Context: an optimization exercise on an open-source flow, tuned for small area. The choices shown serve that exercise and are no tape-out recipe.
In this exercise RTL edits were held to simulation tests only and were not proved equivalent to the original.
In every run shown here, the design's own scripts or RTL, not TritonCTS, make the clock network.
The clock port is modelled as an ideal driver, which makes a skipped or thinned clock tree look cheaper than it is; a real chip needs a root buffer or a tree.
Power is estimated from default activity; no workload was simulated.

$ cat design/flow/design.v
parameter ADD     = 4'b0000;
parameter SUB     = 4'b0001;
parameter AND     = 4'b0010;
parameter OR      = 4'b0011;
parameter XOR     = 4'b0100;
parameter NOT     = 4'b0101;
parameter MOV     = 4'b0110;
parameter NOP     = 4'b0111;
parameter LOAD    = 4'b1000;
parameter STORE   = 4'b1001;
parameter LOAD_IM = 4'b1010;
parameter BRN_Z   = 4'b1011;
parameter BRN_N   = 4'b1100;
parameter BRN_O   = 4'b1101;
parameter BRN     = 4'b1110;
module microprocessor #(parameter N = 8, ROM_addressBits = 6, RF_addressBits = 3) (
  input  logic                           clk             ,
  input  logic                           rst_n           ,
  input  logic [ 3+2*(RF_addressBits):0] ROM_data        ,
  input  logic [                  N-1:0] SRAM_data       ,
  output logic                           overflowPC      ,
  output logic                           ROM_readEnable  ,
  output logic                           SRAM_readEnable ,
  output logic                           SRAM_writeEnable,
  output logic [    ROM_addressBits-1:0] ROM_address     ,
  output logic [(2**RF_addressBits)-1:0] SRAM_address    ,
  output logic [                  N-1:0] SRAM_data_in
);
  localparam logic [1:0] S_INIT = 2'd0, S_RUN = 2'd1, S_LD2 = 2'd2, S_HALT = 2'd3;
  logic [1:0] state;
  logic [2:0] ph;
  wire st_init = (state == S_INIT);
  wire st_run  = (state == S_RUN);
  wire st_ld2  = (state == S_LD2);
  wire ph0 = (ph == 3'd0);
  wire ph7 = (ph == 3'd7);
  wire [3:0] op = ROM_data[9:6];
  wire [2:0] fa = ROM_data[5:3];
  wire [2:0] fb = ROM_data[2:0];
  wire is_alu    = !op[3] && !(op[2] && op[1] && op[0]);
  wire is_sub    = (op[2:0] == 3'b001);         
  wire is_addsub = (op[2:1] == 2'b00);          
  wire is_not    = (op[2:0] == 3'b101);         
  wire is_load   = (op == 4'b1000);
  wire is_store  = (op == 4'b1001);
  wire is_ldi    = (op == 4'b1010);
  wire is_undef  = (op == 4'b1111);
  wire is_branch = op[3] && (op[2] ? !(op[1] && op[0]) : (op[1] && op[0]));
  logic [7:0] pc;
  wire ov = pc[7];
  always_ff @(posedge clk or negedge rst_n) begin
    if (!rst_n) begin
      state <= S_INIT;
      ph    <= 3'd0;
    end else begin
      ph <= ph + 3'd1;
      if (ph7) begin
        case (state)
          S_INIT: state <= S_RUN;
          S_RUN:  state <= is_load ? S_LD2 : (ov ? S_HALT : S_RUN);
          S_LD2:  state <= ov ? S_HALT : S_RUN;
          default: state <= S_HALT;
        endcase
      end
    end
  end
  assign overflowPC     = (state == S_HALT);
  assign ROM_readEnable = ph7 && !(st_run && is_load);
  assign ROM_address    = pc[6:1];
  logic [7:0] R [0:7];
  wire [2:0] sel_a = is_not ? 3'd1 : fa;
  wire port_a = R[sel_a][0];
  wire port_b = R[fb][0];
  logic alu_c;
  wire bb   = port_b ^ is_sub;
  wire cin  = ph0 ? is_sub : alu_c;
  wire sum  = port_a ^ bb ^ cin;
  wire cout = (port_a & bb) | (port_a & cin) | (bb & cin);
  logic alu_r;
  always_comb begin
    case (op[2:0])
      3'b000, 3'b001: alu_r = sum;
      3'b010:         alu_r = port_a & port_b;
      3'b011:         alu_r = port_a | port_b;
      3'b110:         alu_r = port_b;
      default:        alu_r = port_a ^ port_b;
    endcase
  end
  logic flag_o, flag_n, flag_z;
  wire flag_clr = ph7 && (st_init || (st_run && is_branch));
  wire flag_upd = st_run && is_alu;
  always_ff @(posedge clk) begin
    alu_c <= cout;
    if (flag_clr) begin
      flag_o <= 1'b0;
      flag_n <= 1'b0;
      flag_z <= 1'b0;
    end else if (flag_upd) begin
      flag_o <= is_addsub & (cin ^ cout);
      flag_n <= alu_r;
      flag_z <= ~alu_r & (flag_z | ph0);
    end
  end
  logic [7:1] addr, dreg;
  wire addr_in = is_load ? port_b : port_a;
  assign SRAM_address     = {addr_in, addr[7:1]};
  assign SRAM_data_in     = {port_b, dreg[7:1]};
  assign SRAM_readEnable  = st_run && is_load && ph7;
  assign SRAM_writeEnable = st_run && is_store && ph7;
  always_ff @(posedge clk) begin
    addr <= {addr_in, addr[7:2]};
    dreg <= {(port_b & is_store), dreg[7:2]} | SRAM_data[7:1];
  end
  wire imm   = ph[1] | ph[2] ? fb[2] : (ph[0] ? fb[1] : fb[0]);
  wire ldbit = SRAM_data[0] | dreg[1];
  wire wbit  = op[3] ? (st_ld2 ? ldbit : imm) : alu_r;
  wire wen   = st_ld2 || (st_run && (is_alu || is_ldi));
  always_ff @(posedge clk) begin
    for (int i = 0; i < 8; i++) begin
      if (st_init || (wen && fa == i))
        R[i] <= {(i == 1) ? (wbit | st_init) : (wbit & !st_init), R[i][7:1]};
      else
        R[i] <= {R[i][0], R[i][7:1]};
    end
  end
  logic pc_c;
  logic cond;
  always_comb begin
    case (op[2:0])
      3'b011:  cond = flag_z;    
      3'b100:  cond = flag_n;    
      3'b101:  cond = flag_o;    
      default: cond = 1'b1;      
    endcase
  end
  wire taken  = st_run && is_branch && cond;
  wire pc_sub = ROM_data[5];
  wire mag    = ph[2] ? (!ph[1] && !ph[0] && ROM_data[4]) : ROM_data[ph[1:0]];
  wire px     = taken & (pc_sub ^ mag);
  wire pcin   = ph0 ? (st_run & (taken ? pc_sub : !is_undef)) : pc_c;
  wire psum   = pc[0] ^ px ^ pcin;
  always_ff @(posedge clk) begin
    pc_c <= (pc[0] & px) | (pc[0] & pcin) | (px & pcin);
    pc   <= {psum & !st_init, pc[7:1]};
  end
endmodule
$ cat design/flow/flow/run.sh
#!/bin/bash
# Own layout flow: the standard flow (standard.sh) with three changes:
#  - synthesis is the standard flow's synthesis script, with ABC run with an area-oriented
#    script (flow/abc_area.script) instead of ORFS's;
#  - the port buffers are the smallest buffer cell (buf_1);
#  - the clock tree is made by hand (flow/cts_manual.tcl): four clock
#    buffers of the cell named in flow/cts_buf.txt, one per quarter of the
#    registers, driven by the clock port.
# Each tool's output goes to a log file in this folder (make's output to
# standard.log; ORFS keeps its per-step logs under orfs/logs/).
set -euo pipefail
W=$PWD
{
  echo "proc abc {args} { set i [lsearch \$args -script]; if {\$i >= 0} { lset args [expr {\$i+1}] $W/flow/abc_area.script }; yosys abc {*}\$args }"
  cat "$W/synth_recipe.tcl"
} > "$W/own_synth.tcl"
sed "s#SYNTH_SCRIPT=[^ ]*#SYNTH_SCRIPT=$W/own_synth.tcl#" "$W/standard.sh" > "$W/own_standard.sh"
grep -q "SYNTH_SCRIPT=$W/own_synth.tcl" "$W/own_standard.sh"
export BUFFER_PORTS_ARGS="-buffer_cell sky130_fd_sc_hd__buf_1"
export PRE_CTS_TCL="$W/flow/cts_manual.tcl"
export OWN_CTS_BUF="$(cat "$W/flow/cts_buf.txt")"
bash "$W/own_standard.sh" > "$W/standard.log" 2>&1
$ cat design/flow/flow/abc_area.script
strash
 &get -n
 &fraig -x
 &put
 scorr
 dc2
 dretime
 strash
 dc2
 strash
 &get -n
 &dch -f
 &nf -p
 &put
$ cat design/flow/flow/cts_buf.txt
sky130_fd_sc_hd__clkbuf_16
$ cat design/flow/flow/cts_manual.tcl
# Clock tree made by hand, run by ORFS's CTS step as its PRE_CTS_TCL hook. The
# design is small: the registers are split into four groups by position
# (halves by x, then each half by y), and each group's clock pins are driven
# by one clock buffer placed at the group's centre; the clock port drives the
# four buffers. TritonCTS is then skipped.
set cts_buf_cell $::env(OWN_CTS_BUF)
set block [ord::get_db_block]
set db [ord::get_db]
set clknet [$block findNet clk]
set master [$db findMaster $cts_buf_cell]
set sinks {}
foreach iterm [$clknet getITerms] {
  set box [[$iterm getInst] getBBox]
  lappend sinks [list $iterm [expr {([$box xMin] + [$box xMax]) / 2}] [expr {([$box yMin] + [$box yMax]) / 2}]]
}
proc halves {items idx} {
  set s [lsort -integer -index $idx $items]
  set h [expr {[llength $s] / 2}]
  return [list [lrange $s 0 [expr {$h - 1}]] [lrange $s $h end]]
}
set groups {}
foreach half [halves $sinks 1] {
  foreach q [halves $half 2] { lappend groups $q }
}
set k 0
foreach g $groups {
  set sx 0
  set sy 0
  foreach s $g {
    set sx [expr {$sx + [lindex $s 1]}]
    set sy [expr {$sy + [lindex $s 2]}]
  }
  set n [llength $g]
  set buf [odb::dbInst_create $block $master clkbuf_leaf_$k]
  set net [odb::dbNet_create $block clk_leaf_$k]
  $net setSigType CLOCK
  foreach s $g {
    set iterm [lindex $s 0]
    $iterm disconnect
    $iterm connect $net
  }
  [$buf findITerm A] connect $clknet
  [$buf findITerm X] connect $net
  $buf setLocation [expr {$sx / $n}] [expr {$sy / $n}]
  $buf setPlacementStatus PLACED
  puts "manual CTS: clkbuf_leaf_$k ($cts_buf_cell) drives $n clock pins"
  incr k
}
set_propagated_clock [all_clocks]
proc clock_tree_synthesis {args} { puts "clock_tree_synthesis skipped: clock tree made by hand" }
$ cat design/flow/standard.sh
#!/bin/bash
# synth_recipe.tcl (not shown) runs the flow's synth.tcl, then flattens the netlist and writes it again
# the make line also repeats each setting of config.mk as NAME=value (left out here)
make -C /OpenROAD-flow-scripts/flow DESIGN_CONFIG=/design/flow/config.mk WORK_HOME=/design/flow/orfs CLKGATE_MAP_FILE= SYNTH_SCRIPT=/design/flow/synth_recipe.tcl "${@:-finish}"
$ cat design/flow/config.mk
export PLATFORM = sky130hd
export DESIGN_NAME = microprocessor
export DESIGN_NICKNAME = microprocessor
export VERILOG_FILES = /design/flow/design.v
export SDC_FILE = /design/flow/constraint.sdc
export NUM_CORES = 4
export LEC_CHECK = 0
export CAP_MARGIN = 20
export CORE_MARGIN = 2
export CORE_UTILIZATION = 40
export SLEW_MARGIN = 20
$ cat design/flow/constraint.sdc
create_clock -name core_clock -period 10.0 [get_ports {clk}]
set_input_delay 2.0000 -clock core_clock [delete_from_list [all_inputs] [get_ports {clk}]]
set_output_delay 2.0000 -clock core_clock [all_outputs]
set_load 0.01 [all_outputs]
==> results.json, run 1 <==
{
  "drt_first_pass_iters": 4,
  "finalSetupTns_ps": 0,
  "synth_edf_count": 0,
  "async_flop_share": 0.0521,
  "io_pins": 46,
  "cp_top_family": "multiplexers",
  "holdBufCountCts": 0,
  "ys_ff_latch": 96,
  "drive_gt1_frac": 0.0221,
  "drc": 0,
  "rows": 30,
  "drt_wl_total_um": 4700,
  "synth_top_area_share": 0.631,
  "grt_pass1_vias": 1573,
  "max_slew_margin": 0.355,
  "dp_hpwl_um": 3390,
  "critPathMostFrequentCell": "buf_1",
  "vdd.ir_drop.worst_mv": 0.0827,
  "gp_congestion": 0.818,
  "yosysSeqAreaShare": 0.674,
  "setup_viol": 0,
  "postCtsSetupRepairBufs": 0,
  "yosys_warnings": 2,
  "yosys-top-cells-area": "dfxtp_1, dfrtp_1, ha_1",
  "dp.cells": 363,
  "fmax_mhz": 176,
  "nets": 301,
  "fp.dieW_um": 89.0,
  "overflow": 0,
  "worstPathArrival_ps": 3670,
  "core_area_um2": 6910,
  "clockPowerShare": 0.286,
  "p_sw_frac": 0.176,
  "worstSetupPathType": "input pin to output pin",
  "whs_ps": 325,
  "grt_max_degree": 25,
  "ant_nets": 0,
  "insertion_delay_ps": 150,
  "syn_area_um2": 2890,
  "start_util": 0.418,
  "slowest_delay_ps": 510,
  "synthesis.nets": 258,
  "hold_viol_final": 0,
  "worst_path_max_delay_cell": "mux4_2",
  "hold_class": "flop to flop",
  "layout_min_cycle_time_ps": 5670,
  "critical_path.cell_chain": "buf_1 > mux4_2 > mux2i_1 > clkinv_1 > nand2_1 > o21ai_0 > buf_1",
  "synth_area_per_cell_um2": 12.6,
  "power.leakage_nw": 1.21,
  "drv_slew": 0,
  "design.die.area_um2": 7910,
  "area_growth_pct": 11.4,
  "powerDensity_nw_per_um2": 175,
  "internal_power_mw": 0.464,
  "ys.flop_type": "dfxtp_1",
  "critPathBufInv": 3,
  "timing.max_cap.violations": 0,
  "critPathCaptureType": "output pin",
  "critPathLaunchType": "input pin",
  "grt_usage": 0.118,
  "vias_per_cell": 4.73,
  "fin_worst_skew_ps": 9.25,
  "p_switching_mw": 0.0987,
  "synth_top_cell_by_area": "dfxtp_1",
  "pwr-share-seq": 0.685,
  "cp.required_ps": 8000,
  "antenna_found_initial": 0,
  "wire_per_inst_um": 12.8,
  "cts.clk_slew.worst_paths_ps": 90,
  "outcome": "timing/DRC/antenna clean",
  "p_comb_frac": 0.029,
  "worstPathMaxFanout": 4,
  "ctsResizeCount": 0,
  "worst_pin_slew_ps": 958,
  "syn_inst": 230,
  "n_antenna_cell": 0,
  "synth.distinct_cells": 41,
  "rsz0062_at_grt": "false",
  "final_cells": 367,
  "port_buffers": 45,
  "num_vias": 1736,
  "period_share": 0.567,
  "drtIter0Drc": 91,
  "die_h_um": 89.0,
  "grt_pass1_wl_um": 7500
}
-- path summary, 6_finish.rpt --
| kind | from | endpoint | slack, ps | cells past startpoint |
|---|---|---|---|---|
| worst max-delay path | ROM_data[0] | SRAM_address[7] | 4330 | 7 |
| worst min-delay path | R[1][1]$_DFF_P_ | R[1][0]$_DFF_P_ | 320 | 0 |
| worst max register to register | R[7][0]$_DFF_P_ | R[7][7]$_DFF_P_ | 6410 | 8 |
| worst min register to register | R[1][1]$_DFF_P_ | R[1][0]$_DFF_P_ | 320 | 0 |
| max in group asynchronous | rst_n | ph[0]$_DFF_PN0_ | 8110 | 1 |
| min in group asynchronous | rst_n | state[1]$_DFFE_PN0P_ | 1670 | 1 |
-- logic make-up after synthesis --
| kind of cell | after synthesis | synth area share |
|---|---|---|
| compound gates | 45 | 0.110 |
| xor+xnor | 3 | 0.00910 |
| fa+ha+maj | 8 | 0.0399 |
| buf+inv | 18 | 0.0338 |
| flops | 96 | 0.674 |
| mux | 8 | 0.0368 |
| simple gates | 52 | 0.0958 |
-- through the flow --
step	power (mW)	worst slack, ps	cell area, um^2	util
floorplan	0.402	4740	2890	-
detailed placement	0.411	4310	3120	0.451
finish	0.562	4330	3220	0.466
CTS	0.568	4310	3220	0.466
global route	0.582	4150	3220	0.466
global placement	0.411	4370	3120	0.451
-- power groups by stage --
stage | combinational, mW | clock, mW | sequential (mW)
2_1_floorplan | 0.00736 | 0 | 0.395
3_3_place_gp | 0.0164 | 0 | 0.394
3_5_place_dp | 0.0163 | 0 | 0.394
4_1_cts | 0.0164 | 0.166 | 0.385
5_1_grt | 0.0184 | 0.177 | 0.386
6_report | 0.0164 | 0.161 | 0.385
-- synth_stat cells (2+ instances only) --
| cell type | count |
|---|---|
| a21oi_1 | 9 |
| a222oi_1 | 2 |
| a22oi_1 | 2 |
| a311oi_1 | 8 |
| a31oi_1 | 3 |
| and2_0 | 3 |
| and3b_1 | 2 |
| buf_4 | 8 |
| clkinv_1 | 10 |
| dfrtp_1 | 5 |
| dfxtp_1 | 91 |
| fa_1 | 2 |
| ha_1 | 6 |
| mux2i_1 | 5 |
| mux4_2 | 2 |
| nand2_1 | 12 |
| nand3_1 | 2 |
| nor2_1 | 10 |
| nor2b_1 | 7 |
| nor3_1 | 4 |
| nor3b_1 | 2 |
| o211ai_1 | 2 |
| o21ai_0 | 8 |
| o221ai_1 | 2 |
| or2_0 | 6 |
| xor2_1 | 2 |
-- placed cells by master, fill, tap and decap left out, types with 2 or more instances in the layout --
cell	Yosys	routed
and2_0	3	3
nand2_1	12	12
a222oi_1	2	2
o221ai_1	2	2
clkinv_1	10	10
dfxtp_1	91	91
xor2_1	2	2
clkbuf_16	0	4
buf_1	0	45
a311oi_1	8	8
nor3_1	4	4
a31oi_1	3	3
o211ai_1	2	2
ha_1	6	6
nand3_1	2	2
nor3b_1	2	2
o21ai_0	8	8
nor2_1	10	10
mux2i_1	5	5
fa_1	2	2
a21oi_1	9	9
dfrtp_1	5	5
nor2b_1	7	7
mux4_2	2	2
a22oi_1	2	2
and3b_1	2	2
or2_0	6	6
-- routing by layer --
layer / vias to the layer above / wire (um) / global-route usage
li1: 879 / - / -
met2: 34 / 2120 / 0.205
met1: 819 / 2320 / 0.166
met5: - / 0 / 0
met4: 0 / 41 / 0.0109
met3: 4 / 214 / 0.0139
-- flip-flops by register name, summed over array words and instances (netlist names) --
name and cells:
R 64, pc 8, addr 7, dreg 7, ph 3, state 2
alu_c 1, flag_n 1, flag_o 1, flag_z 1, pc_c 1
-- final cells by class --
cell class,count,area (um^2)
plain buffers,4,100
fillers,649,3690
inverters,10,37.5
multi-input cells,116,842
flip-flops and latches,96,1950
well taps,96,120
repair buffers,45,169
==> inputs of run 2 (changes only) <==
--- a/design/flow/flow/run.sh
+++ b/design/flow/flow/run.sh
@@ -3,9 +3,10 @@
 #  - synthesis is the standard flow's synthesis script, with ABC run with an area-oriented
 #    script (flow/abc_area.script) instead of ORFS's;
 #  - the port buffers are the smallest buffer cell (buf_1);
-#  - the clock tree is made by hand (flow/cts_manual.tcl): four clock
-#    buffers of the cell named in flow/cts_buf.txt, one per quarter of the
-#    registers, driven by the clock port.
+#  - the clock tree is made by hand (flow/cts_manual.tcl): the registers
+#    are split into groups by position, each driven by one buffer, and the
+#    clock port drives the buffers; flow/cts_buf.txt names the buffer cell
+#    and the number of groups.
 # Each tool's output goes to a log file in this folder (make's output to
 # standard.log; ORFS keeps its per-step logs under orfs/logs/).
 set -euo pipefail
@@ -18,5 +19,6 @@
 grep -q "SYNTH_SCRIPT=$W/own_synth.tcl" "$W/own_standard.sh"
 export BUFFER_PORTS_ARGS="-buffer_cell sky130_fd_sc_hd__buf_1"
 export PRE_CTS_TCL="$W/flow/cts_manual.tcl"
-export OWN_CTS_BUF="$(cat "$W/flow/cts_buf.txt")"
+read -r OWN_CTS_BUF OWN_CTS_GROUPS < "$W/flow/cts_buf.txt"
+export OWN_CTS_BUF OWN_CTS_GROUPS
 bash "$W/own_standard.sh" > "$W/standard.log" 2>&1
==> design/flow/flow/cts_buf.txt (replaced) <==
sky130_fd_sc_hd__clkbuf_16 3
==> design/flow/flow/cts_manual.tcl (replaced) <==
# Clock tree made by hand, run by ORFS's CTS step as its PRE_CTS_TCL hook.
# The design is small: the registers are split into OWN_CTS_GROUPS groups by
# position (k-means on the placed registers) and each group's clock pins are
# driven by one buffer (cell OWN_CTS_BUF) placed at the group's centre; the
# clock port drives these buffers directly. TritonCTS is then skipped.
set cts_buf_cell $::env(OWN_CTS_BUF)
set k_groups $::env(OWN_CTS_GROUPS)
set block [ord::get_db_block]
set db [ord::get_db]
set clknet [$block findNet clk]
set master [$db findMaster $cts_buf_cell]
set sinks {}
foreach iterm [$clknet getITerms] {
  set box [[$iterm getInst] getBBox]
  lappend sinks [list $iterm [expr {([$box xMin] + [$box xMax]) / 2.0}] [expr {([$box yMin] + [$box yMax]) / 2.0}]]
}
# initial centres: spread along x
set sorted [lsort -real -index 1 $sinks]
set n [llength $sorted]
set centres {}
for {set g 0} {$g < $k_groups} {incr g} {
  set s [lindex $sorted [expr {int(($g + 0.5) * $n / $k_groups)}]]
  lappend centres [list [lindex $s 1] [lindex $s 2]]
}
# balanced k-means: each group takes at most ceil(n/k) sinks, nearest first
set cap [expr {($n + $k_groups - 1) / $k_groups}]
for {set iter 0} {$iter < 20} {incr iter} {
  set pairs {}
  set i 0
  foreach s $sinks {
    set g 0
    foreach c $centres {
      set d [expr {abs([lindex $s 1] - [lindex $c 0]) + abs([lindex $s 2] - [lindex $c 1])}]
      lappend pairs [list $d $i $g]
      incr g
    }
    incr i
  }
  set assign [lrepeat $n -1]
  set count [lrepeat $k_groups 0]
  foreach p [lsort -real -index 0 $pairs] {
    lassign $p d i g
    if {[lindex $assign $i] >= 0 || [lindex $count $g] >= $cap} continue
    lset assign $i $g
    lset count $g [expr {[lindex $count $g] + 1}]
  }
  set newc {}
  for {set g 0} {$g < $k_groups} {incr g} {
    set sx 0.0; set sy 0.0; set m 0
    set i 0
    foreach s $sinks {
      if {[lindex $assign $i] == $g} {
        set sx [expr {$sx + [lindex $s 1]}]; set sy [expr {$sy + [lindex $s 2]}]; incr m
      }
      incr i
    }
    lappend newc [list [expr {$sx / $m}] [expr {$sy / $m}]]
  }
  set centres $newc
}
for {set g 0} {$g < $k_groups} {incr g} {
  set buf [odb::dbInst_create $block $master clkbuf_leaf_$g]
  set net [odb::dbNet_create $block clk_leaf_$g]
  $net setSigType CLOCK
  set m 0
  set i 0
  foreach s $sinks {
    if {[lindex $assign $i] == $g} {
      set iterm [lindex $s 0]
      $iterm disconnect
      $iterm connect $net
      incr m
    }
    incr i
  }
  [$buf findITerm A] connect $clknet
  [$buf findITerm X] connect $net
  set c [lindex $centres $g]
  $buf setLocation [expr {int([lindex $c 0])}] [expr {int([lindex $c 1])}]
  $buf setPlacementStatus PLACED
  puts "manual CTS: clkbuf_leaf_$g ($cts_buf_cell) drives $m clock pins"
}
set_propagated_clock [all_clocks]
proc clock_tree_synthesis {args} { puts "clock_tree_synthesis skipped: clock tree made by hand" }
==> run 2 against run 1 <==
Largest power group unchanged. Critical endpoint unchanged. Largest cell class unchanged. Clock skew grew 7.6 ps. Area after synthesis unchanged. Sequential cell count stayed put. Critical path type unchanged. Core utilization down 0.36 points.
==> results.json, run 2 <==
{
  "outcome": "timing/DRC/antenna clean",
  "setup_viol": 0,
  "synth.most_common_cell": "dfxtp_1",
  "synthesis.nets": 258,
  "finalSetupTns_ps": 0,
  "whs_ps": 326,
  "worstPathArrival_ps": 3660,
  "fp.dieW_um": 89.0,
  "drt_first_pass_iters": 4,
  "ctsResizeCount": 0,
  "worstPathMaxFanout": 4,
  "worstSetupPathType": "input pin to output pin",
  "dp_hpwl_um": 3390,
  "drtIter0Drc": 92,
  "synth_top_cell_by_area": "dfxtp_1",
  "rr_endpoint": "R[7][7]$_DFF_P_",
  "worst_path_max_delay_cell": "mux4_2",
  "largest-register": "R",
  "drc": 0,
  "max_slew_margin": 0.355,
  "gp_congestion": 0.818,
  "yosys_warnings": 2,
  "largest_reg_flops": 64,
  "hold_depth": 0,
  "drt_wl_total_um": 4650,
  "worst-r2r-cell-count": 9,
  "antenna_found_initial": 0,
  "num_vias": 1723,
  "critPathLaunchType": "input pin",
  "layout_setup_ws_ps": 4340,
  "postCtsSetupRepairBufs": 0,
  "syn_area_um2": 2890,
  "yosysSeqAreaShare": 0.674,
  "drive_gt1_frac": 0.0185,
  "insertion_delay_ps": 180,
  "critPathCaptureType": "output pin",
  "holdBufCountCts": 0,
  "async_flop_share": 0.0521,
  "synth_area_per_cell_um2": 12.6,
  "worst_pin_slew_ps": 957,
  "grt_pass1_vias": 1569,
  "vdd.ir_drop.worst_mv": 0.0937,
  "fin_worst_skew_ps": 16.9,
  "ys_ff_latch": 96,
  "fmax_mhz": 177,
  "critical_path.cell_chain": "buf_1 > mux4_2 > mux2i_1 > clkinv_1 > nand2_1 > o21ai_0 > buf_1",
  "powerDensity_nw_per_um2": 171,
  "n_antenna_cell": 0,
  "port_buffers": 45,
  "fin_util": 0.462,
  "grt_max_degree": 33,
  "design_area_um2": 3190,
  "ys.flop_type": "dfxtp_1",
  "drv_slew": 0,
  "overflow": 0,
  "nets": 300,
  "critPathMostFrequentCell": "buf_1",
  "slowest_delay_ps": 510,
  "grt_usage": 0.119,
  "rsz0062_at_grt": "false",
  "die_h_um": 89.0,
  "yosys-top-cells-area": "dfxtp_1, dfrtp_1, ha_1",
  "synthTopCellsByCount": "dfxtp_1, nand2_1, clkinv_1, nor2_1, a21oi_1",
  "layout_min_cycle_time_ps": 5660,
  "min_from": "R[7][6]$_DFF_P_",
  "cp_top_family": "multiplexers",
  "design.die.area_um2": 7910,
  "io_pins": 46,
  "hold_viol_final": 0,
  "area_growth_pct": 10.5,
  "mostFrequentLayoutCells": "dfxtp_1, buf_1, nand2_1",
  "core_area_um2": 6910,
  "wire_per_inst_um": 12.7,
  "synth_edf_count": 0,
  "r2r_setup_slack_ps": 6420,
  "post-place-ws_ps": 4310,
  "power.leakage_nw": 1.20,
  "crit_path_start": "ROM_data[0]",
  "synth_top_area_share": 0.631,
  "holdPathEnd": "R[7][5]$_DFF_P_",
  "grt_pass1_wl_um": 7560,
  "period_share": 0.566,
  "syn_inst": 230,
  "start_util": 0.418,
  "rows": 30,
  "critPathBufInv": 3,
  "top_regs": "R: 64 flops, pc: 8 flops",
  "rr_startpoint": "ph[0]$_DFF_PN0_",
  "post_dp_cell_area_um2": 3120,
  "synth.distinct_cells": 41,
  "ant_nets": 0,
  "timing.max_cap.violations": 0,
  "cp.required_ps": 8000,
  "vias_per_cell": 4.71,
  "final_common_cell": "dfxtp_1",
  "cts.clk_slew.worst_paths_ps": 120,
  "hold_class": "flop to flop"
}
## run 2: changes by cell type in the layout (fill, tap and decap cells not counted)
cell	previous run	this run
clkbuf_16	4	3
## run 2: routing by layer
metal / vias up / share of wire / global-route usage
met5: - / 0 / 0
met4: 0 / 0.0080 / 0.00814
met3: 4 / 0.026 / 0.00923
met2: 23 / 0.45 / 0.206
met1: 821 / 0.52 / 0.171
li1: 875 / - / -
## run 2: how the worst max path moves through the flow
stage                      endpoint  slack, ps  cells past startpoint
floorplan           SRAM_address[7]       4740                      6
global placement    SRAM_address[7]       4370                      7
detailed placement  SRAM_address[7]       4310                      7
CTS                 SRAM_address[7]       4310                      7
global route        SRAM_address[7]       4150                      7
finish              SRAM_address[7]       4340                      7
## run 2: kinds of logic (layout without fill, tap and decap cells)
family,count (synthesis),count (layout),share of synthesized area
buf+inv,18,58,0.0338
simple gates,52,52,0.0958
fa+ha+maj,8,8,0.0399
xor+xnor,3,3,0.00910
flops,96,96,0.674
mux,8,8,0.0368
compound gates,45,45,0.110
## run 2: layout make-up
type	count	area [um^2]
Sequential cell	96	1950
Tap cell	96	120
Timing Repair Buffer	45	169
Fill cell	652	3720
Buffer	3	75.1
Multi-Input combinational cell	116	842
Inverter	10	37.5
## run 2: stage by stage
stage          cells  total power, mW
3_5_place_dp     363            0.411
4_1_cts          366            0.553
6_report         366            0.547
3_3_place_gp     363            0.411
5_1_grt          366            0.568
2_1_floorplan    230            0.402
## run 2: power by group
group / switching (mW) / total (mW) / leakage, nW / internal, mW
sequential: 0.000683 / 0.386 / 0.794 / 0.385
combinational: 0.0105 / 0.0164 / 0.365 / 0.00595
clock: 0.0888 / 0.145 / 0.0370 / 0.0558
## run 2: worst reg2reg max path: stages, from the launching register on
cell      delay (ps)
dfrtp_1          450
clkinv_1          80
ha_1             160
nor2b_1          380
mux2i_1          360
fa_1             470
a222oi_1         280
o211ai_1         190
o21ai_0          790
a311oi_1         260
==> inputs of run 3 (changes only) <==
==> design/flow/flow/cts_buf.txt (replaced) <==
sky130_fd_sc_hd__buf_12 4
==> run 3 against run 2 <==
Via count did not move. First-iteration DRC count fell by 4.3%. Sequential cell count did not move. Register-to-register slack barely moved. Design area rose by 0.16%. Hold slack improved by 6.0 ps. Combinational power barely moved. Sequential power barely moved. Critical path type unchanged. Largest cell class unchanged.
==> results.json, run 3 <==
{
  "outcome": "timing/DRC/antenna clean",
  "design_area_um2": 3200,
  "synthTopCellsByCount": "dfxtp_1, nand2_1, clkinv_1, nor2_1, a21oi_1",
  "mostFrequentLayoutCells": "dfxtp_1, buf_1, nand2_1",
  "holdPathEnd": "R[2][3]$_DFF_P_",
  "rr_startpoint": "ph[0]$_DFF_PN0_",
  "grt_pass1_wl_um": 7520,
  "synth_area_per_cell_um2": 12.6,
  "ctsResizeCount": 0,
  "hold_depth": 0,
  "num_vias": 1723,
  "worst_path_max_delay_cell": "mux4_2",
  "worstPathArrival_ps": 3670,
  "p_sw_frac": 0.176,
  "synthesis.nets": 258,
  "critPathMostFrequentCell": "buf_1",
  "final_cells": 367,
  "crit_path_start": "ROM_data[0]",
  "period_share": 0.567,
  "drive_gt1_frac": 0.0221,
  "setup_viol": 0,
  "synth.distinct_cells": 41,
  "dp_hpwl_um": 3390,
  "grt_pass1_vias": 1577,
  "fmax_mhz": 176,
  "die_h_um": 89.0,
  "drtIter0Drc": 88,
  "design.die.area_um2": 7910,
  "core_area_um2": 6910,
  "postCtsSetupRepairBufs": 0,
  "io_pins": 46,
  "synth_edf_count": 0,
  "timing.max_cap.violations": 0,
  "post_dp_cell_area_um2": 3120,
  "synth_top_cell_by_area": "dfxtp_1",
  "min_from": "R[2][4]$_DFF_P_",
  "finalSetupTns_ps": 0,
  "drt_first_pass_iters": 4,
  "port_buffers": 45,
  "slowest_delay_ps": 510,
  "worstPathMaxFanout": 4,
  "p_switching_mw": 0.0972,
  "vias_per_cell": 4.69,
  "wire_per_inst_um": 12.8,
  "synth_top_area_share": 0.631,
  "cts.clk_slew.worst_paths_ps": 80,
  "wl_met1_um": 2380,
  "critical_path.cell_chain": "buf_1 > mux4_2 > mux2i_1 > clkinv_1 > nand2_1 > o21ai_0 > buf_1",
  "r2r_setup_slack_ps": 6420,
  "cp.required_ps": 8000,
  "synth.most_common_cell": "dfxtp_1",
  "grt_usage": 0.118,
  "worst-r2r-cell-count": 9,
  "max_slew_margin": 0.356,
  "worstSetupPathType": "input pin to output pin",
  "fp.dieW_um": 89.0,
  "yosysSeqAreaShare": 0.674,
  "whs_ps": 332,
  "drc": 0,
  "nets": 301,
  "ys_ff_latch": 96,
  "top_layer": "met4",
  "grt_max_degree": 25,
  "hold_viol_final": 0,
  "rsz0062_at_grt": "false",
  "drt_wl_total_um": 4690,
  "critPathLaunchType": "input pin",
  "yosys_warnings": 2,
  "met2WireLength_um": 2100,
  "layout_min_cycle_time_ps": 5670,
  "critPathBufInv": 3,
  "rows": 30,
  "pwr-share-seq": 0.697,
  "powerDensity_nw_per_um2": 173,
  "rr_endpoint": "R[7][7]$_DFF_P_",
  "dp.cells": 363,
  "async_flop_share": 0.0521,
  "yosys-top-cells-area": "dfxtp_1, dfrtp_1, ha_1",
  "ys.flop_type": "dfxtp_1",
  "n_antenna_cell": 0,
  "start_util": 0.418,
  "antenna_found_initial": 0,
  "power.leakage_nw": 1.20,
  "hold_class": "flop to flop",
  "area_growth_pct": 10.7,
  "syn_inst": 230,
  "holdBufCountCts": 0,
  "internal_power_mw": 0.456,
  "cp_top_family": "multiplexers",
  "total_power_mw": 0.553,
  "final_common_cell": "dfxtp_1",
  "p_comb_frac": 0.030,
  "drv_slew": 0,
  "largest_reg_flops": 64,
  "largest-register": "R",
  "syn_area_um2": 2890,
  "gp_congestion": 0.818,
  "worst_pin_slew_ps": 956,
  "fin_worst_skew_ps": 5.28,
  "vdd.ir_drop.worst_mv": 0.0751,
  "overflow": 0,
  "top_regs": "R: 64 flops, pc: 8 flops",
  "critPathCaptureType": "output pin",
  "met3RoutedLength_um": 158,
  "clockPowerShare": 0.273,
  "insertion_delay_ps": 130,
  "ant_nets": 0
}
run 3: cell types whose count changed in the layout (fill, tap and decap cells not counted), sizes merged:
cell	delta
buf	+4
clkbuf	-3
run 3: metal layers:
layer  vias to the layer above  global-route usage
li1                        880                   -
met1                       816               0.166
met2                        23               0.206
met3                         4              0.0139
met4                         0              0.0109
met5                         -                   0
run 3: logic make-up (layout without fill, tap and decap cells):
group                      Yosys count  after routing  synth area share
DFF                                 96             96             0.674
and+or+nand+nor                     52             52            0.0958
AOI/OAI and AO/OA                   45             45             0.110
buffers and inverters               18             59            0.0338
adders and majority gates            8              8            0.0399
muxes                                8              8            0.0368
xor gates and xnor gates             3              3           0.00910
run 3: how the worst max path moves through the flow:
stage,cells past startpoint,slack (ps),end
floorplan,6,4740,SRAM_address[7]
CTS,7,4310,SRAM_address[7]
global route,7,4150,SRAM_address[7]
global placement,7,4370,SRAM_address[7]
detailed placement,7,4310,SRAM_address[7]
finish,7,4330,SRAM_address[7]
run 3: area by class of cell:
| cell class | instances | area, um^2 |
|---|---|---|
| sequential | 96 | 1950 |
| buffer | 4 | 80.1 |
| tap | 96 | 120 |
| inverter | 10 | 37.5 |
| multi-input combinational | 116 | 842 |
| timing repair buffer | 45 | 169 |
| fill | 655 | 3710 |
run 3: metrics by stage:
step,setup slack [ps],util
6_report,4330,0.463
5_1_grt,4150,0.463
4_1_cts,4310,0.463
3_5_place_dp,4310,0.451
3_3_place_gp,4370,0.451
2_1_floorplan,4740,-
run 3: worst register-to-register path: stages, from the launching register on:
cell and delay (ps):
dfrtp_1 440, clkinv_1 80, ha_1 160, nor2b_1 380, mux2i_1 360, fa_1 470, a222oi_1 280, o211ai_1 190
o21ai_0 790, a311oi_1 260
run 3: power by group through the flow:
stage          registers (mW)  logic, mW  clock network, mW
6_report                0.386     0.0164              0.151
5_1_grt                 0.386     0.0184              0.169
4_1_cts                 0.386     0.0164              0.157
3_5_place_dp            0.394     0.0163                  0
3_3_place_gp            0.394     0.0164                  0
2_1_floorplan           0.395    0.00736                  0
==> inputs of run 4 (changes only) <==
==> design/flow/flow/cts_buf.txt (replaced) <==
sky130_fd_sc_hd__buf_12 3
==> run 4 against run 3 <==
Still clean on timing, DRC and antenna. Synthesized cell count unchanged. First-iteration DRC count is 6.8% lower. Clock power is 9% lower. Clock skew is 12 ps higher. Sequential cell count unchanged. Die area is the same. Setup slack about the same. Cell count down 0.27%. Total power shrank 2.4%. Wire length shrank 0.55%. Sequential power barely moved. Critical path type unchanged. Critical endpoint unchanged. Largest cell class unchanged.
==> results.json, run 4 <==
{
  "layout_min_cycle_time_ps": 5670,
  "drt_wl_total_um": 4660,
  "synthTopCellsByCount": "dfxtp_1, nand2_1, clkinv_1, nor2_1, a21oi_1",
  "grt_pass1_vias": 1554,
  "synth_top_cell_by_area": "dfxtp_1",
  "rr_startpoint": "R[7][0]$_DFF_P_",
  "largest_reg_flops": 64,
  "synth_xor_area_frac": 0.00910,
  "synth.most_common_cell": "dfxtp_1",
  "drtIter0Drc": 82,
  "cts.clk_slew.worst_paths_ps": 120,
  "post-place-ws_ps": 4310,
  "critical_path.cell_chain": "buf_1 > mux4_2 > mux2i_1 > clkinv_1 > nand2_1 > o21ai_0 > buf_1",
  "yosys-top-cells-area": "dfxtp_1, dfrtp_1, ha_1",
  "yosysSeqAreaShare": 0.674,
  "yosys_warnings": 2,
  "nets": 300,
  "slowest_delay_ps": 510,
  "ctsResizeCount": 0,
  "grt_pass1_wl_um": 7510,
  "p_sw_frac": 0.185,
  "fp.dieW_um": 89.0,
  "r2r_setup_slack_ps": 6420,
  "worstPathMaxFanout": 4,
  "setup_viol": 0,
  "vdd.ir_drop.worst_mv": 0.0901,
  "largest-register": "R",
  "design_area_um2": 3180,
  "rsz0062_at_grt": "false",
  "multi_input_area_um2": 842,
  "start_util": 0.418,
  "num_vias": 1725,
  "timing.max_cap.violations": 0,
  "postCtsSetupRepairBufs": 0,
  "cp_top_family": "multiplexers",
  "finalSetupTns_ps": 0,
  "ys.flop_type": "dfxtp_1",
  "post_dp_cell_area_um2": 3120,
  "power.leakage_nw": 1.19,
  "rows": 30,
  "dp_hpwl_um": 3390,
  "gp_congestion": 0.818,
  "synthMuxAreaShare": 0.0368,
  "design.die.area_um2": 7910,
  "critPathBufInv": 3,
  "p_comb_frac": 0.030,
  "drc": 0,
  "p_switching_mw": 0.100,
  "ant_nets": 0,
  "drv_slew": 0,
  "critPathCaptureType": "output pin",
  "overflow": 0,
  "pwr-share-seq": 0.714,
  "io_pins": 46,
  "synthAdderAreaFrac": 0.0399,
  "endpoint": "SRAM_address[7]",
  "hold_class": "flop to flop",
  "worstPathArrival_ps": 3670,
  "crit_path_start": "ROM_data[0]",
  "critPathLaunchType": "input pin",
  "insertion_delay_ps": 150,
  "synth_area_per_cell_um2": 12.6,
  "synth_compound_gate_area_share": 0.110,
  "synth-simple-area-share": 0.0958,
  "synth_top_area_share": 0.631,
  "rr_endpoint": "R[7][7]$_DFF_P_",
  "n_antenna_cell": 0,
  "layout_setup_ws_ps": 4330,
  "mostFrequentLayoutCells": "dfxtp_1, buf_1, nand2_1",
  "fin_worst_skew_ps": 17.0,
  "syn_area_um2": 2890,
  "core_area_um2": 6910,
  "worst-r2r-cell-count": 8,
  "drt_first_pass_iters": 4,
  "internal_power_mw": 0.440,
  "async_flop_share": 0.0521,
  "top_regs": "R: 64 flops, pc: 8 flops",
  "worst_pin_slew_ps": 959,
  "hold_viol_final": 0,
  "critPathMostFrequentCell": "buf_1",
  "vias_per_cell": 4.71,
  "port_buffers": 45,
  "syn_inst": 230,
  "worstSetupPathType": "input pin to output pin",
  "clockPowerShare": 0.256,
  "final_common_cell": "dfxtp_1",
  "fill_cells": 654,
  "area_growth_pct": 10.0,
  "max_slew_margin": 0.354,
  "fmax_mhz": 176,
  "synthesis.nets": 258,
  "synth.distinct_cells": 41,
  "synth_edf_count": 0,
  "die_h_um": 89.0,
  "crit_cells": 7,
  "synth_top_family_by_area": "compound AO/OA/AOI/OAI gates",
  "period_share": 0.567,
  "antenna_found_initial": 0,
  "regArea_um2": 1950,
  "grt_max_degree": 33,
  "cp.required_ps": 8000,
  "drive_gt1_frac": 0.0185,
  "ys_ff_latch": 96,
  "grt_usage": 0.118,
  "wire_per_inst_um": 12.7,
  "powerDensity_nw_per_um2": 170,
  "worst_path_max_delay_cell": "mux4_2",
  "outcome": "timing/DRC/antenna clean",
  "holdBufCountCts": 0,
  "total_power_mw": 0.540
}
[run 4: changes by cell type in the layout (fill, tap and decap cells not counted), sizes merged]
cell,previous run,this run
buf,49,48
[run 4: cell type report]
cell class | count | share of cell area
plain buffers | 3 | 0.0189
inverters | 10 | 0.0118
repair buffers | 45 | 0.0532
flip-flops and latches | 96 | 0.613
well taps | 96 | 0.0378
multi-input cells | 116 | 0.265
[run 4: per-stage QoR]
stage	cells	util	hold WS, ps
after floorplan	230	-	310
after global placement	363	0.451	310
after detailed placement	363	0.451	312
after CTS	366	0.460	320
after global routing	366	0.460	325
final	366	0.460	327
[run 4: layer usage]
metal / up-vias / GRT usage / part of all wire
li1: 876 / - / -
met1: 817 / 0.171 / 0.51
met2: 27 / 0.204 / 0.45
met3: 5 / 0.00923 / 0.033
met4: 0 / 0.00814 / 0.0082
met5: - / 0 / 0
[run 4: worst min path at each step]
stage	from	cells past startpoint	slack [ps]	end
floorplan	R[0][1]$_DFF_P_	0	310	R[0][0]$_DFF_P_
global placement	R[7][2]$_DFF_P_	0	310	R[7][1]$_DFF_P_
detailed placement	R[2][4]$_DFF_P_	0	310	R[2][3]$_DFF_P_
CTS	R[6][1]$_DFF_P_	0	320	R[6][0]$_DFF_P_
global route	R[6][1]$_DFF_P_	0	330	R[6][0]$_DFF_P_
finish	R[1][2]$_DFF_P_	0	330	R[1][1]$_DFF_P_
[run 4: kinds of logic after synthesis]
family          count (synthesis)
mux                             8
flops                          96
buf+inv                        18
xor+xnor                        3
fa+ha+maj                       8
simple gates                   52
compound gates                 45
[run 4: power by group through the flow]
stage	logic, mW	clock network, mW	registers (mW)
finish	0.0164	0.138	0.385
global route	0.0184	0.157	0.386
CTS	0.0164	0.144	0.386
detailed placement	0.0163	0	0.394
global placement	0.0164	0	0.394
floorplan	0.00736	0	0.395
==> inputs of run 5 (changes only) <==
--- a/design/flow/design.v
+++ b/design/flow/design.v
@@ -26,7 +26,7 @@
   output logic [(2**RF_addressBits)-1:0] SRAM_address    ,
   output logic [                  N-1:0] SRAM_data_in
 );
-  localparam logic [1:0] S_INIT = 2'd0, S_RUN = 2'd1, S_LD2 = 2'd2, S_HALT = 2'd3;
+  localparam logic [1:0] S_INIT = 2'd2, S_RUN = 2'd1, S_LD2 = 2'd0, S_HALT = 2'd3;
   logic [1:0] state;
   logic [2:0] ph;
   wire st_init = (state == S_INIT);
@@ -37,10 +37,9 @@
   wire [3:0] op = ROM_data[9:6];
   wire [2:0] fa = ROM_data[5:3];
   wire [2:0] fb = ROM_data[2:0];
-  wire is_alu    = !op[3] && !(op[2] && op[1] && op[0]);
+  wire is_alu    = !op[3] && !(op[2] && op[1] && op[0]);    
   wire is_sub    = (op[2:0] == 3'b001);         
   wire is_addsub = (op[2:1] == 2'b00);          
-  wire is_not    = (op[2:0] == 3'b101);         
   wire is_load   = (op == 4'b1000);
   wire is_store  = (op == 4'b1001);
   wire is_ldi    = (op == 4'b1010);
@@ -68,8 +67,7 @@
   assign ROM_readEnable = ph7 && !(st_run && is_load);
   assign ROM_address    = pc[6:1];
   logic [7:0] R [0:7];
-  wire [2:0] sel_a = is_not ? 3'd1 : fa;
-  wire port_a = R[sel_a][0];
+  wire port_a = R[fa][0];
   wire port_b = R[fb][0];
   logic alu_c;
   wire bb   = port_b ^ is_sub;
@@ -79,41 +77,35 @@
   logic alu_r;
   always_comb begin
     case (op[2:0])
-      3'b000, 3'b001: alu_r = sum;
-      3'b010:         alu_r = port_a & port_b;
-      3'b011:         alu_r = port_a | port_b;
-      3'b110:         alu_r = port_b;
-      default:        alu_r = port_a ^ port_b;
+      3'b010:  alu_r = cout;                
+      3'b011:  alu_r = sum | cout;          
+      3'b101:  alu_r = R[1][0] ^ port_b;    
+      3'b110:  alu_r = port_b;              
+      default: alu_r = sum;                 
     endcase
   end
   logic flag_o, flag_n, flag_z;
   wire flag_clr = ph7 && (st_init || (st_run && is_branch));
   wire flag_upd = st_run && is_alu;
   always_ff @(posedge clk) begin
-    alu_c <= cout;
-    if (flag_clr) begin
-      flag_o <= 1'b0;
-      flag_n <= 1'b0;
-      flag_z <= 1'b0;
-    end else if (flag_upd) begin
-      flag_o <= is_addsub & (cin ^ cout);
-      flag_n <= alu_r;
-      flag_z <= ~alu_r & (flag_z | ph0);
-    end
+    alu_c  <= cout & is_addsub;
+    flag_o <= !flag_clr && (flag_upd ? (is_addsub && (cin ^ cout)) : flag_o);
+    flag_n <= !flag_clr && (flag_upd ? alu_r : flag_n);
+    flag_z <= !flag_clr && !(flag_upd && alu_r) && (flag_z || (flag_upd && ph0));
   end
   logic [7:1] addr, dreg;
-  wire addr_in = is_load ? port_b : port_a;
+  wire addr_in = op[0] ? port_a : port_b;
   assign SRAM_address     = {addr_in, addr[7:1]};
   assign SRAM_data_in     = {port_b, dreg[7:1]};
   assign SRAM_readEnable  = st_run && is_load && ph7;
   assign SRAM_writeEnable = st_run && is_store && ph7;
   always_ff @(posedge clk) begin
     addr <= {addr_in, addr[7:2]};
-    dreg <= {(port_b & is_store), dreg[7:2]} | SRAM_data[7:1];
+    dreg <= {(port_b & op[0]), dreg[7:2]} | SRAM_data[7:1];
   end
   wire imm   = ph[1] | ph[2] ? fb[2] : (ph[0] ? fb[1] : fb[0]);
   wire ldbit = SRAM_data[0] | dreg[1];
-  wire wbit  = op[3] ? (st_ld2 ? ldbit : imm) : alu_r;
+  wire wbit  = op[3] ? (op[1] ? imm : ldbit) : alu_r;
   wire wen   = st_ld2 || (st_run && (is_alu || is_ldi));
   always_ff @(posedge clk) begin
     for (int i = 0; i < 8; i++) begin
@@ -126,10 +118,10 @@
   logic pc_c;
   logic cond;
   always_comb begin
-    case (op[2:0])
-      3'b011:  cond = flag_z;    
-      3'b100:  cond = flag_n;    
-      3'b101:  cond = flag_o;    
+    case (op[1:0])
+      2'b11:   cond = flag_z;    
+      2'b00:   cond = flag_n;    
+      2'b01:   cond = flag_o;    
       default: cond = 1'b1;      
     endcase
   end
==> design/flow/flow/run.sh (replaced) <==
#!/bin/bash
# Own layout flow: the standard flow (standard.sh) with three changes:
#  - synthesis is the standard flow's synthesis script (registers and names unchanged),
#    with ABC run with area-oriented scripts (flow/abc_*.script) instead of
#    ORFS's: each is tried in a synthesis-only run and the one giving the
#    smallest cell area is used for the layout;
#  - the port buffers are the smallest buffer cell (buf_1);
#  - the clock tree is made by hand (flow/cts_manual.tcl): the registers
#    are split into groups by position, each driven by one buffer, and the
#    clock port drives the buffers; flow/cts_buf.txt names the buffer cell
#    and the number of groups.
# Each tool's output goes to a log file in this folder: make's output to
# standard.log (and synth_<script>.log for the trial syntheses); ORFS keeps
# its per-step logs under orfs/logs/ (and try_<script>/logs/).
set -euo pipefail
W=$PWD
mk_synth() {  # $1: abc script, $2: output tcl
  {
    echo "proc abc {args} { set i [lsearch \$args -script]; if {\$i >= 0} { lset args [expr {\$i+1}] $1 }; yosys abc {*}\$args }"
    cat "$W/synth_recipe.tcl"
  } > "$2"
}
best=""
best_area=""
for s in "$W"/flow/abc_*.script; do
  name=$(basename "$s" .script)
  mk_synth "$s" "$W/synth_$name.tcl"
  sed -e "s#SYNTH_SCRIPT=[^ ]*#SYNTH_SCRIPT=$W/synth_$name.tcl#" \
      -e "s#WORK_HOME=[^ ]*#WORK_HOME=$W/try_$name#" "$W/standard.sh" > "$W/try_$name.sh"
  (bash "$W/try_$name.sh" synth > "$W/synth_$name.log" 2>&1 || true) &
done
wait
for s in "$W"/flow/abc_*.script; do
  name=$(basename "$s" .script)
  a=$(grep -h "Chip area for module" "$W"/try_$name/reports/*/microprocessor/base/synth_stat.txt 2>/dev/null | awk '{print $NF}' | head -n 1)
  echo "$name ${a:-failed}" >> "$W/synth_choice.log"
  if [[ -n "$a" ]] && { [[ -z "$best_area" ]] || awk -v a="$a" -v b="$best_area" 'BEGIN{exit !(a < b)}'; }; then
    best=$s; best_area=$a
  fi
done
[[ -n "$best" ]] || best="$W/flow/abc_K.script"
echo "chosen $(basename "$best") $best_area" >> "$W/synth_choice.log"
rm -rf "$W"/try_abc_*
mk_synth "$best" "$W/own_synth.tcl"
sed "s#SYNTH_SCRIPT=[^ ]*#SYNTH_SCRIPT=$W/own_synth.tcl#" "$W/standard.sh" > "$W/own_standard.sh"
grep -q "SYNTH_SCRIPT=$W/own_synth.tcl" "$W/own_standard.sh"
export BUFFER_PORTS_ARGS="-buffer_cell sky130_fd_sc_hd__buf_1"
export PRE_CTS_TCL="$W/flow/cts_manual.tcl"
read -r OWN_CTS_BUF OWN_CTS_GROUPS < "$W/flow/cts_buf.txt"
export OWN_CTS_BUF OWN_CTS_GROUPS
bash "$W/own_standard.sh" > "$W/standard.log" 2>&1
==> design/flow/flow/abc_J.script (new file) <==
strash
 &get -n
 &fraig -x
 &put
 scorr
 dc2
 dretime
 strash
 dc2
 strash
 &get -n
 &dch -f
 &nf -p -R 1000
 &put
==> design/flow/flow/abc_K.script (new file) <==
strash
 &get -n
 &fraig -x
 &put
 scorr
 dc2
 dretime
 strash
 dc2
 strash
 dch -f
 amap
 topo
==> design/flow/flow/abc_N.script (new file) <==
strash
 dc2
 strash
 dch -f
 amap
 topo
==> design/flow/flow/abc_O.script (new file) <==
strash
 &get -n
 &fraig -x
 &put
 scorr
 dc2
 dretime
 strash
 &get -n
 &syn2
 &dch -f
 &nf -p -R 1000
 &put
==> design/flow/flow/abc_Q.script (new file) <==
strash
 &get -n
 &fraig -x
 &put
 scorr
 dc2
 dretime
 strash
 &get -n
 &dc2
 &dch -f
 &put
 amap
 topo
==> design/flow/flow/cts_buf.txt (replaced) <==
sky130_fd_sc_hd__buf_12 4
removed: design/flow/flow/abc_area.script
==> run 5 against run 4 <==
Still clean on timing, DRC and antenna. Wire length rose by 2.5%. Setup slack got worse by 46 ps. Die area down 2.0%. Synthesized cell count up 1.7%. First-iteration DRC count up 17%. Combinational power grew to 6.0 times the previous value. Area after synthesis down 2.1%. Clock skew grew 3.7 ps. Critical endpoint unchanged. Largest power group unchanged.
==> results.json, run 5 <==
{
  "postCtsSetupRepairBufs": 0,
  "critPathCaptureType": "output pin",
  "design.die.area_um2": 7750,
  "synth_top_cell_by_area": "dfxtp_1",
  "ys_ff_latch": 96,
  "largest_reg_flops": 64,
  "cp_top_family": "simple AND/OR/NAND/NOR gates",
  "worst_path_max_delay_cell": "a222oi_1",
  "synth.distinct_cells": 35,
  "synth.most_common_cell": "dfxtp_1",
  "hold_class": "flop to flop",
  "critPathBufInv": 2,
  "ctsResizeCount": 0,
  "worstPathArrival_ps": 3710,
  "final_common_cell": "dfxtp_1",
  "min_from": "R[7][1]$_DFF_P_",
  "use_met1": 0.174,
  "n_antenna_cell": 0,
  "synthesis.nets": 260,
  "overflow": 0,
  "rr_startpoint": "R[7][0]$_DFF_P_",
  "gp_congestion": 0.878,
  "critPathLaunchType": "input pin",
  "top_regs": "R: 64 flops, pc: 8 flops",
  "vdd.ir_drop.worst_mv": 0.136,
  "syn_inst": 234,
  "yosysSeqAreaShare": 0.690,
  "rows": 30,
  "met3_usage": 0.0151,
  "mostFrequentLayoutCells": "dfxtp_1, buf_1, nor2_1, nand3_1, nand2_1",
  "timing.max_cap.violations": 0,
  "start_util": 0.414,
  "critPathMostFrequentCell": "buf_1",
  "critical_path.cell_chain": "buf_1 > nor2_1 > a222oi_1 > nand3_1 > and2_0 > mux2_1 > buf_1",
  "drive_gt1_frac": 0.0255,
  "grt_max_degree": 25,
  "num_vias": 1743,
  "yosys_warnings": 2,
  "holdBufCountCts": 0,
  "layout_min_cycle_time_ps": 5710,
  "core_area_um2": 6830,
  "syn_area_um2": 2830,
  "cp.required_ps": 8000,
  "grt_pass1_vias": 1532,
  "synthTopCellsByCount": "dfxtp_1, nand3_1, nor2_1",
  "holdPathEnd": "R[7][0]$_DFF_P_",
  "outcome": "timing/DRC/antenna clean",
  "wire_per_inst_um": 12.9,
  "dp_hpwl_um": 3460,
  "period_share": 0.571,
  "insertion_delay_ps": 140,
  "drv_slew": 0,
  "grt_util_met2": 0.201,
  "drt_first_pass_iters": 4,
  "worst_pin_slew_ps": 884,
  "design_area_um2": 3130,
  "fp.dieW_um": 88.0,
  "fin_worst_skew_ps": 20.8,
  "cts.clk_slew.worst_paths_ps": 110,
  "drt_wl_total_um": 4780,
  "vias_per_cell": 4.70,
  "drtIter0Drc": 96,
  "async_flop_share": 0.0521,
  "antenna_found_initial": 0,
  "nets": 303,
  "grt_pass1_wl_um": 7490,
  "slowest_delay_ps": 390,
  "drc": 0,
  "hold_viol_final": 0,
  "rr_endpoint": "R[6][7]$_DFF_P_",
  "synth_edf_count": 0,
  "finalSetupTns_ps": 0,
  "powerDensity_nw_per_um2": 241,
  "die_h_um": 88.0,
  "synth_area_per_cell_um2": 12.1,
  "port_buffers": 45,
  "max_slew_margin": 0.402,
  "power.leakage_nw": 1.21,
  "post_dp_cell_area_um2": 3050,
  "worstSetupPathType": "input pin to output pin",
  "io_pins": 46,
  "ys.flop_type": "dfxtp_1",
  "area_growth_pct": 10.9,
  "fmax_mhz": 175,
  "r2r_setup_slack_ps": 6700,
  "hold_depth": 0,
  "grt_usage": 0.121,
  "worstPathMaxFanout": 9,
  "rsz0062_at_grt": "false",
  "crit_cells": 7,
  "yosys-top-cells-area": "dfxtp_1, dfrtp_1, nand3_1",
  "grt.busiest_layer": "met2",
  "synth_top_area_share": 0.645,
  "setup_viol": 0,
  "largest-register": "R",
  "worst-r2r-cell-count": 12,
  "ant_nets": 0
}
[run 5: worst max path at each step]
| stage | startpoint | end | slack (ps) |
|---|---|---|---|
| floorplan | ROM_data[0] | SRAM_address[7] | 4720 |
| global placement | ROM_data[5] | SRAM_address[7] | 4420 |
| detailed placement | ROM_data[5] | SRAM_address[7] | 4340 |
| CTS | ROM_data[5] | SRAM_address[7] | 4340 |
| global route | ROM_data[5] | SRAM_address[7] | 4170 |
| finish | ROM_data[5] | SRAM_address[7] | 4290 |
[run 5: final cells by class]
cell class              count  area (um^2)
repair buffers             45          169
multi-input cells         124          795
fillers                   668         3700
inverters                   6         22.5
plain buffers               4         80.1
well taps                  96          120
flip-flops and latches     96         1950
[run 5: kinds of logic after synthesis]
group,Yosys count,synth area share
buffers and inverters,14,0.0292
muxes,7,0.0345
adders and majority gates,6,0.0319
and+or+nand+nor,77,0.133
DFF,96,0.690
xor gates and xnor gates,3,0.00930
AOI/OAI and AO/OA,31,0.0722
[run 5: routing by layer]
| metal | part of all wire | wire, um |
|---|---|---|
| met1 | 0.47 | 2250 |
| met2 | 0.47 | 2240 |
| met3 | 0.046 | 222 |
| met4 | 0.014 | 67 |
| met5 | 0 | 0 |
[run 5: through the flow]
step                setup slack [ps]  total power, mW   util  hold slack, ps  cells
global placement                4420            0.606  0.447             310    367
detailed placement              4340            0.609  0.447             312    367
CTS                             4340            0.765  0.459             314    371
global route                    4170            0.802  0.459             320    371
finish                          4290            0.756  0.459             314    371
floorplan                       4720            0.583      -             310    234
[run 5: power breakdown]
| part | switching [mW] | total, mW | internal (mW) |
|---|---|---|---|
| registers | 0.0337 | 0.501 | 0.467 |
| logic | 0.0571 | 0.0981 | 0.0410 |
| clock network | 0.0914 | 0.156 | 0.0651 |
==> inputs of run 6 (changes only) <==
--- a/design/flow/flow/run.sh
+++ b/design/flow/flow/run.sh
@@ -7,8 +7,10 @@
 #  - the port buffers are the smallest buffer cell (buf_1);
 #  - the clock tree is made by hand (flow/cts_manual.tcl): the registers
 #    are split into groups by position, each driven by one buffer, and the
-#    clock port drives the buffers; flow/cts_buf.txt names the buffer cell
-#    and the number of groups.
+#    clock port drives the buffers; flow/cts_buf.txt holds the buffer cell,
+#    the number of groups, how many sinks over an even share a group may
+#    take, the estimated slew (ns) above which a buffer is replaced, and the
+#    stronger cell that replaces it.
 # Each tool's output goes to a log file in this folder: make's output to
 # standard.log (and synth_<script>.log for the trial syntheses); ORFS keeps
 # its per-step logs under orfs/logs/ (and try_<script>/logs/).
@@ -46,6 +48,6 @@
 grep -q "SYNTH_SCRIPT=$W/own_synth.tcl" "$W/own_standard.sh"
 export BUFFER_PORTS_ARGS="-buffer_cell sky130_fd_sc_hd__buf_1"
 export PRE_CTS_TCL="$W/flow/cts_manual.tcl"
-read -r OWN_CTS_BUF OWN_CTS_GROUPS < "$W/flow/cts_buf.txt"
-export OWN_CTS_BUF OWN_CTS_GROUPS
+read -r OWN_CTS_BUF OWN_CTS_GROUPS OWN_CTS_SLACK OWN_CTS_SLEW_NS OWN_CTS_BIG_BUF < "$W/flow/cts_buf.txt"
+export OWN_CTS_BUF OWN_CTS_GROUPS OWN_CTS_SLACK OWN_CTS_SLEW_NS OWN_CTS_BIG_BUF
 bash "$W/own_standard.sh" > "$W/standard.log" 2>&1
==> design/flow/flow/cts_buf.txt (replaced) <==
sky130_fd_sc_hd__buf_12 3 4 0.118 sky130_fd_sc_hd__buf_16
--- a/design/flow/flow/cts_manual.tcl
+++ b/design/flow/flow/cts_manual.tcl
@@ -1,8 +1,11 @@
 # Clock tree made by hand, run by ORFS's CTS step as its PRE_CTS_TCL hook.
 # The design is small: the registers are split into OWN_CTS_GROUPS groups by
-# position (k-means on the placed registers) and each group's clock pins are
-# driven by one buffer (cell OWN_CTS_BUF) placed at the group's centre; the
-# clock port drives these buffers directly. TritonCTS is then skipped.
+# position (k-means on the placed registers, each group at most a few sinks
+# over an even share) and each group's clock pins are driven by one buffer
+# (cell OWN_CTS_BUF) placed at the group's centre; the clock port drives
+# these buffers directly. A buffer whose estimated slew at its sinks is over
+# OWN_CTS_SLEW_NS is replaced by the stronger cell OWN_CTS_BIG_BUF.
+# TritonCTS is then skipped.
 set cts_buf_cell $::env(OWN_CTS_BUF)
 set k_groups $::env(OWN_CTS_GROUPS)
 set block [ord::get_db_block]
@@ -23,7 +26,7 @@
   lappend centres [list [lindex $s 1] [lindex $s 2]]
 }
 # balanced k-means: each group takes at most ceil(n/k) sinks, nearest first
-set cap [expr {($n + $k_groups - 1) / $k_groups}]
+set cap [expr {($n + $k_groups - 1) / $k_groups + $::env(OWN_CTS_SLACK)}]
 for {set iter 0} {$iter < 20} {incr iter} {
   set pairs {}
   set i 0
@@ -81,4 +84,21 @@
   puts "manual CTS: clkbuf_leaf_$g ($cts_buf_cell) drives $m clock pins"
 }
 set_propagated_clock [all_clocks]
+estimate_parasitics -placement
+for {set g 0} {$g < $k_groups} {incr g} {
+  set worst 0.0
+  foreach pin [get_pins -of_objects [get_nets clk_leaf_$g]] {
+    if {[get_property $pin direction] ne "input"} continue
+    foreach p {slew_max_rise slew_max_fall} {
+      set v [get_property $pin $p]
+      if {$v > $worst} { set worst $v }
+    }
+  }
+  set worst_ns $worst
+  puts "manual CTS: clkbuf_leaf_$g estimated sink slew $worst_ns ns"
+  if {$worst_ns > $::env(OWN_CTS_SLEW_NS)} {
+    replace_cell [get_cells clkbuf_leaf_$g] [get_lib_cells */$::env(OWN_CTS_BIG_BUF)]
+    puts "manual CTS: clkbuf_leaf_$g replaced by $::env(OWN_CTS_BIG_BUF)"
+  }
+}
 proc clock_tree_synthesis {args} { puts "clock_tree_synthesis skipped: clock tree made by hand" }
==> run 6 against run 5 <==
Highest routed layer unchanged. Setup slack better by 7.4 ps. Fmax up 0.13%. Synthesized cell count unchanged. Combinational power about the same. Total power down 2.1%. Register-to-register slack about the same. Still clean on timing, DRC and antenna. Core utilization down 0.18 points. Sequential power about the same.
==> results.json, run 6 <==
{
  "ys_ff_latch": 96,
  "r2r_setup_slack_ps": 6710,
  "wire_per_inst_um": 12.6,
  "rows": 30,
  "rr_startpoint": "R[7][0]$_DFF_P_",
  "mostFrequentLayoutCells": "dfxtp_1, buf_1, nor2_1, nand3_1, nand2_1",
  "top_regs": "R: 64 flops, pc: 8 flops",
  "yosys-top-cells-area": "dfxtp_1, dfrtp_1, nand3_1",
  "yosysSeqAreaShare": 0.690,
  "io_pins": 46,
  "crit_path_start": "ROM_data[5]",
  "endpoint": "SRAM_address[7]",
  "fin_worst_skew_ps": 10.6,
  "whs_ps": 332,
  "synthTopCellsByCount": "dfxtp_1, nand3_1, nor2_1",
  "postCtsSetupRepairBufs": 0,
  "finalSetupTns_ps": 0,
  "drive_gt1_frac": 0.0219,
  "drc": 0,
  "drt_first_pass_iters": 4,
  "rr_endpoint": "R[6][7]$_DFF_P_",
  "drv_slew": 0,
  "layout_min_cycle_time_ps": 5710,
  "ctsResizeCount": 0,
  "holdBufCountCts": 0,
  "period_share": 0.571,
  "vias_per_cell": 4.65,
  "worstPathArrival_ps": 3710,
  "gp_congestion": 0.878,
  "grt_pass1_wl_um": 7360,
  "synth.most_common_cell": "dfxtp_1",
  "powerDensity_nw_per_um2": 237,
  "cts.clk_slew.worst_paths_ps": 110,
  "outcome": "timing/DRC/antenna clean",
  "overflow": 0,
  "synth_edf_count": 0,
  "cp_top_family": "simple AND/OR/NAND/NOR gates",
  "async_flop_share": 0.0521,
  "largest_reg_flops": 64,
  "worstPathMaxFanout": 9,
  "grt_max_degree": 36,
  "area_growth_pct": 10.5,
  "drt_wl_total_um": 4650,
  "nets": 302,
  "hold_class": "flop to flop",
  "port_buffers": 45,
  "max_slew_margin": 0.395,
  "hold_viol_final": 0,
  "slowest_delay_ps": 390,
  "synth_top_cell_by_area": "dfxtp_1",
  "design.die.area_um2": 7750,
  "num_vias": 1720,
  "critPathCaptureType": "output pin",
  "power.leakage_nw": 1.20,
  "largest-register": "R",
  "n_antenna_cell": 0,
  "synthesis.nets": 260,
  "cp.required_ps": 8000,
  "grt_pass1_vias": 1506,
  "critical_path.cell_chain": "buf_1 > nor2_1 > a222oi_1 > nand3_1 > and2_0 > mux2_1 > buf_1",
  "worst_path_max_delay_cell": "a222oi_1",
  "worstSetupPathType": "input pin to output pin",
  "core_area_um2": 6830,
  "worst_pin_slew_ps": 895,
  "antenna_found_initial": 0,
  "fmax_mhz": 175,
  "ant_nets": 0,
  "rsz0062_at_grt": "false",
  "design_area_um2": 3120,
  "final_cells": 370,
  "syn_inst": 234,
  "start_util": 0.414,
  "synth_area_per_cell_um2": 12.1,
  "setup_viol": 0,
  "critPathLaunchType": "input pin",
  "timing.max_cap.violations": 0,
  "synth.distinct_cells": 35,
  "fp.dieW_um": 88.0,
  "grt_usage": 0.118,
  "drtIter0Drc": 100,
  "final_common_cell": "dfxtp_1",
  "dp.cells": 367,
  "worst-r2r-cell-count": 12,
  "synth_top_area_share": 0.645,
  "post_dp_cell_area_um2": 3050,
  "dp_hpwl_um": 3460,
  "critPathBufInv": 2,
  "crit_cells": 7,
  "insertion_delay_ps": 140,
  "ys.flop_type": "dfxtp_1",
  "syn_area_um2": 2830,
  "vdd.ir_drop.worst_mv": 0.161,
  "yosys_warnings": 2,
  "die_h_um": 88.0,
  "critPathMostFrequentCell": "buf_1"
}
-- run 6: cells by family (layout without fill, tap and decap cells) --
| group | after synthesis | after routing | synth area share |
|---|---|---|---|
| adder cells (fa/ha/maj) | 6 | 6 | 0.0319 |
| flip-flops | 96 | 96 | 0.690 |
| buffers and inverters | 14 | 54 | 0.0292 |
| XOR/XNOR | 3 | 3 | 0.00930 |
| multiplexers | 7 | 7 | 0.0345 |
| AND/OR/NAND/NOR | 77 | 77 | 0.133 |
| AO/OA/AOI/OAI | 31 | 31 | 0.0722 |
-- run 6: area by class of cell --
| class | count | area [um^2] |
|---|---|---|
| plain buffers | 3 | 67.6 |
| fillers | 667 | 3710 |
| inverters | 6 | 22.5 |
| flip-flops and latches | 96 | 1950 |
| well taps | 96 | 120 |
| multi-input cells | 124 | 795 |
| repair buffers | 45 | 169 |
-- run 6: worst min-delay path by stage --
| stage | startpoint | endpoint | slack, ps | cells past startpoint |
|---|---|---|---|---|
| floorplan | R[0][1]$_DFF_P_ | R[0][0]$_DFF_P_ | 310 | 0 |
| CTS | R[5][3]$_DFF_P_ | R[5][2]$_DFF_P_ | 340 | 0 |
| detailed placement | R[2][3]$_DFF_P_ | R[2][2]$_DFF_P_ | 310 | 0 |
| global placement | R[6][6]$_DFF_P_ | R[6][5]$_DFF_P_ | 310 | 0 |
| global route | R[2][3]$_DFF_P_ | R[2][2]$_DFF_P_ | 340 | 0 |
| finish | R[5][3]$_DFF_P_ | R[5][2]$_DFF_P_ | 330 | 0 |
-- run 6: where the power goes --
part	internal (mW)	switching, mW	leakage [nW]
sequential	0.467	0.0338	0.810
clock	0.0555	0.0859	0.0315
combinational	0.0409	0.0570	0.358
-- run 6: worst reg2reg max path, stage by stage (launching register included) --
cell	delay (ps)
dfxtp_1	350
mux4_2	470
mux2_1	410
xnor2_1	190
fa_1	540
o21ai_0	80
o2111ai_1	110
a21oi_1	70
nor2_1	230
nor2_1	60
a21oi_1	190
nand2_1	180
o21ai_0	290
-- run 6: stage by stage --
| step | setup WS [ps] | util | total power [mW] |
|---|---|---|---|
| 2_1_floorplan | 4720 | - | 0.583 |
| 3_3_place_gp | 4420 | 0.447 | 0.606 |
| 3_5_place_dp | 4340 | 0.447 | 0.609 |
| 4_1_cts | 4340 | 0.457 | 0.749 |
| 5_1_grt | 4170 | 0.457 | 0.788 |
| 6_report | 4290 | 0.457 | 0.740 |
-- run 6: routing by layer --
metal,track usage,vias up,share of wire
met5,0,-,0
met4,0.0138,0,0.013
met3,0.0123,8,0.048
met2,0.196,43,0.47
met1,0.173,799,0.47
li1,-,870,-

-- re-timing with driven ports --
Ports are ideal in the flow. The routed layouts listed here were re-timed in OpenROAD.
Step 1, drivers: a clkbuf_16 drives clk and a buf_2 each remaining input, both assumed.
Step 2 moves the port delays by t, midway between the first and last clock arrival at a register: inputs arrive t later, outputs are due t later. That takes back most of the time a late clock gives input paths.
a / b / c = ideal ports / drivers / drivers and shift; a / b = the first two.
run	t, ns	setup slack, ns	worst setup path after step 2
run 1	0.224	4.328 / 4.287 / 4.287	input to output
run 2	0.226	4.335 / 4.294 / 4.294	input to output
run 3	0.204	4.332 / 4.291 / 4.291	input to output
run 4	0.208	4.332 / 4.291 / 4.291	input to output
run 5	0.209	4.286 / 4.260 / 4.260	input to output
run 6	0.211	4.293 / 4.267 / 4.267	input to output
After both steps every run listed still meets setup and hold.
